Background: an optimization exercise with open tools, aiming at small area, a short achievable clock period and few clock cycles per item. Do not read the settings as production practice. RTL that was checked went through simulation tests only; none was proved equivalent to the original.

==> module fft16, before the edit <==
module fft16 (
    input  wire              clk,
    input  wire              rst_n,
    input  wire              start,
    input  wire signed [8:0] din_i,
    input  wire signed [8:0] din_q,
    output wire              ready,
    output wire              dout_valid,
    output wire signed [8:0] dout_i,
    output wire signed [8:0] dout_q
);
localparam OFF_M1 = 1;             
localparam OFF_W1 = 3;             
localparam OFF_S2 = 10;            
localparam OFF_M2 = 12;            
localparam OFF_W2 = 16;            
localparam OFF_S3 = 18;            
localparam OFF_M3 = 20;            
localparam OFF_S4 = 24;            
localparam OFF_Y4 = 27;            
localparam Q  = OFF_Y4 / 16;
localparam SM = OFF_Y4 % 16;
reg  [3:0] cnt;
reg        ready_r;
reg        dv_r;
reg  [Q+1:0] hist;                 
wire       acc    = start & (cnt == 4'd15);    
wire [3:0] cnt_n  = cnt + 4'd1;
wire [Q+1:0] hist_n = (cnt == 4'd15) ? {hist[Q:0], acc} : hist;
wire       dv_n   = (cnt_n >= SM) ? hist_n[Q] : hist_n[Q+1];
always @(posedge clk or negedge rst_n) begin
    if (!rst_n) begin
        cnt     <= 4'd0;
        hist    <= {(Q+2){1'b0}};
    end else begin
        cnt     <= cnt_n;
        hist    <= hist_n;
    end
end
always @(posedge clk) begin
    ready_r <= rst_n & (cnt == 4'd14);
    dv_r    <= rst_n & dv_n;
end
assign ready      = ready_r;
assign dout_valid = dv_r;
wire [3:0] nw1 = cnt_n - OFF_W1;
wire [3:0] ns2 = cnt_n - OFF_S2;
wire [3:0] nw2 = cnt_n - OFF_W2;
wire [3:0] ns3 = cnt_n - OFF_S3;
wire [3:0] ns4 = cnt_n - OFF_S4;
wire [3:0] m1  = cnt - OFF_M1;     
wire [3:0] m2  = cnt - OFF_M2;
wire [3:0] m3  = cnt - OFF_M3;
reg c1, xc1, c2, xc2, c3, c4;
always @(posedge clk) begin
    c1  <= cnt_n[0];
    xc1 <= nw1[3] & ~nw1[0];
    c2  <= ns2[1];
    xc2 <= nw2[2] & ~nw2[1];
    c3  <= ns3[1];
    c4  <= ns4[0];
end
reg signed [8:0] x0_i, x0_q;
always @(posedge clk) begin
    x0_i <= din_i;
    x0_q <= din_q;
end
wire signed [9:0] b1_i, b1_q;
fft_sdf #(.D(1)) u_s1 (.clk(clk), .c(c1), .x_i(x0_i), .x_q(x0_q), .y_i(b1_i), .y_q(b1_q));
reg signed [9:0] o1_i, o1_q;
reg              o1_n4;
always @(posedge clk) begin
    o1_i  <= b1_i;
    o1_q  <= b1_q;
    o1_n4 <= m1[0] & m1[1];
end
wire signed [8:0] y1_i_c, y1_q_c;
fft_tw04 u_tw1 (.n4(o1_n4), .u(o1_i), .v(o1_q), .y_i(y1_i_c), .y_q(y1_q_c));
reg signed [8:0] y1_i, y1_q;
always @(posedge clk) begin
    y1_i <= y1_i_c;
    y1_q <= y1_q_c;
end
wire [17:0] w1;
fft_swap #(.L(7)) u_w1 (.clk(clk), .xc(xc1), .d({y1_i, y1_q}), .q(w1));
wire signed [9:0] b2_i, b2_q;
fft_sdf #(.D(2)) u_s2 (.clk(clk), .c(c2), .x_i(w1[17:9]), .x_q(w1[8:0]), .y_i(b2_i), .y_q(b2_q));
wire       p2_2 = m2[2], p2_1 = m2[1], p2_0 = m2[3];
reg signed [9:0] o2_i, o2_q;
reg        [1:0] o2_sel, o2_k;
reg              o2_ngq;
always @(posedge clk) begin
    o2_i   <= b2_i;
    o2_q   <= b2_q;
    o2_sel <= p2_2 ? {p2_0, p2_1} : 2'd0;
    o2_ngq <= p2_2 & p2_1;
    o2_k   <= p2_2 ? (p2_0 ? 2'd2 : {1'b0, p2_1}) : 2'd0;
end
wire signed [8:0] y2_i, y2_q;
fft_tw2 u_tw2 (.clk(clk), .u(o2_i), .v(o2_q), .sel(o2_sel), .ngq(o2_ngq), .k(o2_k), .y_i(y2_i), .y_q(y2_q));
wire [17:0] w2;
fft_swap #(.L(2)) u_w2 (.clk(clk), .xc(xc2), .d({y2_i, y2_q}), .q(w2));
wire signed [9:0] b3_i, b3_q;
fft_sdf #(.D(2)) u_s3 (.clk(clk), .c(c3), .x_i(w2[17:9]), .x_q(w2[8:0]), .y_i(b3_i), .y_q(b3_q));
wire [2:0] n3  = m3[0] ? {m3[1], m3[2], m3[3]} : 3'd0;
wire       k3  = (n3[1:0] == 2'd3);
wire       g3  = (n3[1:0] != 2'd0);
wire       sw3 = n3[2] ^ k3;             
reg signed [9:0] o3_i, o3_q;
reg              o3_gen, o3_sgi, o3_ngi, o3_ngq;
reg        [1:0] o3_k;
always @(posedge clk) begin
    o3_i   <= sw3 ? b3_q : b3_i;
    o3_q   <= sw3 ? b3_i : b3_q;
    o3_gen <= g3;
    o3_sgi <= n3[2];
    o3_ngi <= n3[2] & k3;
    o3_ngq <= n3[2] | k3;
    o3_k   <= g3 ? {1'b1, n3[0]} : {1'b0, n3[2]};
end
wire signed [8:0] y3_i, y3_q;
fft_tw3 u_tw3 (.clk(clk), .ai(o3_i), .aq(o3_q), .gen(o3_gen), .sgi(o3_sgi),
               .ngi(o3_ngi), .ngq(o3_ngq), .k(o3_k), .y_i(y3_i), .y_q(y3_q));
wire signed [9:0] b4_i, b4_q;
fft_sdf #(.D(1)) u_s4 (.clk(clk), .c(c4), .x_i(y3_i), .x_q(y3_q), .y_i(b4_i), .y_q(b4_q));
reg signed [9:0] o4_i, o4_q;
always @(posedge clk) begin
    o4_i <= b4_i;
    o4_q <= b4_q;
end
wire signed [8:0] y4_i_c, y4_q_c;
fft_t0 u_t4i (.x(o4_i), .y(y4_i_c));
fft_t0 u_t4q (.x(o4_q), .y(y4_q_c));
reg signed [8:0] y4_i, y4_q;
always @(posedge clk) begin
    y4_i <= y4_i_c;
    y4_q <= y4_q_c;
end
assign dout_i = y4_i;
assign dout_q = y4_q;
endmodule
Settings: LEC_CHECK=0, CAP_MARGIN=20, CORE_MARGIN=2, CORE_UTILIZATION=65, CTS_BUF_LIST=sky130_fd_sc_hd__clkbuf_8 sky130_fd_sc_hd__clkbuf_16, CTS_CLUSTER_DIAMETER=60, CTS_CLUSTER_SIZE=16, PLACE_DENSITY=0.75, SLEW_MARGIN=20; clock period 10.0 ns.
standard.sh (not shown) runs the stock make flow with config.mk's settings and CLKGATE_MAP_FILE= SYNTH_SCRIPT=/design/flow/synth_recipe.tcl, a recipe that flattens the netlist after the stock synthesis.
==> flow/flow/run.sh <==
#!/bin/bash
# The standard layout (the standard.sh: unchanged synthesis and steps),
# with the port buffers made of sky130_fd_sc_hd__buf_2 cells instead of the
# delay-buffer cells buffer_ports picks by default, and timing repair asked
# to leave a setup margin of 6.9 ns (the clock period stays 10 ns).
export BUFFER_PORTS_ARGS="-buffer_cell sky130_fd_sc_hd__buf_2"
export SETUP_SLACK_MARGIN=6.9
bash standard.sh > standard.log 2>&1
Testbench counts at the start, summed over its fixed seeds: cycles 6,368, frames 384.
Edit:
--- a/flow/design.v
+++ b/flow/design.v
@@ -223,16 +223,16 @@
     output wire signed [8:0] dout_i,
     output wire signed [8:0] dout_q
 );
 localparam OFF_M1 = 1;             
-localparam OFF_W1 = 3;             
-localparam OFF_S2 = 10;            
-localparam OFF_M2 = 12;            
-localparam OFF_W2 = 16;            
-localparam OFF_S3 = 18;            
-localparam OFF_M3 = 20;            
-localparam OFF_S4 = 24;            
-localparam OFF_Y4 = 27;            
+localparam OFF_W1 = 2;             
+localparam OFF_S2 = 9;             
+localparam OFF_M2 = 11;            
+localparam OFF_W2 = 15;            
+localparam OFF_S3 = 17;            
+localparam OFF_M3 = 19;            
+localparam OFF_S4 = 23;            
+localparam OFF_Y4 = 25;            
 localparam Q  = OFF_Y4 / 16;
 localparam SM = OFF_Y4 % 16;
 reg  [3:0] cnt;
 reg        ready_r;
@@ -261,14 +261,15 @@
 wire [3:0] ns2 = cnt_n - OFF_S2;
 wire [3:0] nw2 = cnt_n - OFF_W2;
 wire [3:0] ns3 = cnt_n - OFF_S3;
 wire [3:0] ns4 = cnt_n - OFF_S4;
-wire [3:0] m1  = cnt - OFF_M1;     
+wire [3:0] nm1 = cnt_n - OFF_M1;   
 wire [3:0] m2  = cnt - OFF_M2;
 wire [3:0] m3  = cnt - OFF_M3;
-reg c1, xc1, c2, xc2, c3, c4;
+reg c1, n41, xc1, c2, xc2, c3, c4;
 always @(posedge clk) begin
     c1  <= cnt_n[0];
+    n41 <= nm1[0] & nm1[1];           
     xc1 <= nw1[3] & ~nw1[0];
     c2  <= ns2[1];
     xc2 <= nw2[2] & ~nw2[1];
     c3  <= ns3[1];
@@ -280,17 +281,10 @@
     x0_q <= din_q;
 end
 wire signed [9:0] b1_i, b1_q;
 fft_sdf #(.D(1)) u_s1 (.clk(clk), .c(c1), .x_i(x0_i), .x_q(x0_q), .y_i(b1_i), .y_q(b1_q));
-reg signed [9:0] o1_i, o1_q;
-reg              o1_n4;
-always @(posedge clk) begin
-    o1_i  <= b1_i;
-    o1_q  <= b1_q;
-    o1_n4 <= m1[0] & m1[1];
-end
 wire signed [8:0] y1_i_c, y1_q_c;
-fft_tw04 u_tw1 (.n4(o1_n4), .u(o1_i), .v(o1_q), .y_i(y1_i_c), .y_q(y1_q_c));
+fft_tw04 u_tw1 (.n4(n41), .u(b1_i), .v(b1_q), .y_i(y1_i_c), .y_q(y1_q_c));
 reg signed [8:0] y1_i, y1_q;
 always @(posedge clk) begin
     y1_i <= y1_i_c;
     y1_q <= y1_q_c;
@@ -336,16 +330,11 @@
 fft_tw3 u_tw3 (.clk(clk), .ai(o3_i), .aq(o3_q), .gen(o3_gen), .sgi(o3_sgi),
                .ngi(o3_ngi), .ngq(o3_ngq), .k(o3_k), .y_i(y3_i), .y_q(y3_q));
 wire signed [9:0] b4_i, b4_q;
 fft_sdf #(.D(1)) u_s4 (.clk(clk), .c(c4), .x_i(y3_i), .x_q(y3_q), .y_i(b4_i), .y_q(b4_q));
-reg signed [9:0] o4_i, o4_q;
-always @(posedge clk) begin
-    o4_i <= b4_i;
-    o4_q <= b4_q;
-end
 wire signed [8:0] y4_i_c, y4_q_c;
-fft_t0 u_t4i (.x(o4_i), .y(y4_i_c));
-fft_t0 u_t4q (.x(o4_q), .y(y4_q_c));
+fft_t0 u_t4i (.x(b4_i), .y(y4_i_c));
+fft_t0 u_t4q (.x(b4_q), .y(y4_q_c));
 reg signed [8:0] y4_i, y4_q;
 always @(posedge clk) begin
     y4_i <= y4_i_c;
     y4_q <= y4_q_c;
Die area went down by 0.85%.
Maximum frequency fell by 23%.
Core utilization is higher by 3.7 points.
Sequential share of layout area falls by 3.2 points.
Clock skew rises by 0.0049 ns.
Cell area grows by 4.6%.
Routed wire length increases by 12%.
Clock-buffer cell count decreases by 1.
Non-clock buffer count increases by 112.
Critical path depth rose by 17.
Worst setup slack got worse by 0.90 ns.
Function not checked in the second run of this note: the RTL went through the layout flow alone.

[re-timing with driven ports]
In the flow no input, the clock included, has a driving cell. The finished layouts below were timed again as built, in two steps. Step 1, drivers: a clkbuf_16 drives clk and a buf_2 each remaining input, both assumed. Step 2 moves the port delays by t, midway between the first and last clock arrival at a register: inputs arrive t later, outputs are due t later. That takes back most of the time a late clock gives input paths. Three values: no drivers, after step 1, after step 2; two values: the first two.
run | t (ns) | setup WS [ns] | latest minus earliest clock arrival (ns) | worst data-port slew with drivers (ns)
the first run | 0.680 | 6.924 / 6.863 / 6.946 | 0.021 / 0.021 | 0.10
the second run | 0.669 | 6.028 / 6.028 / 6.028 | 0.027 / 0.027 | 0.04
After both steps setup and hold are still met in every run listed.
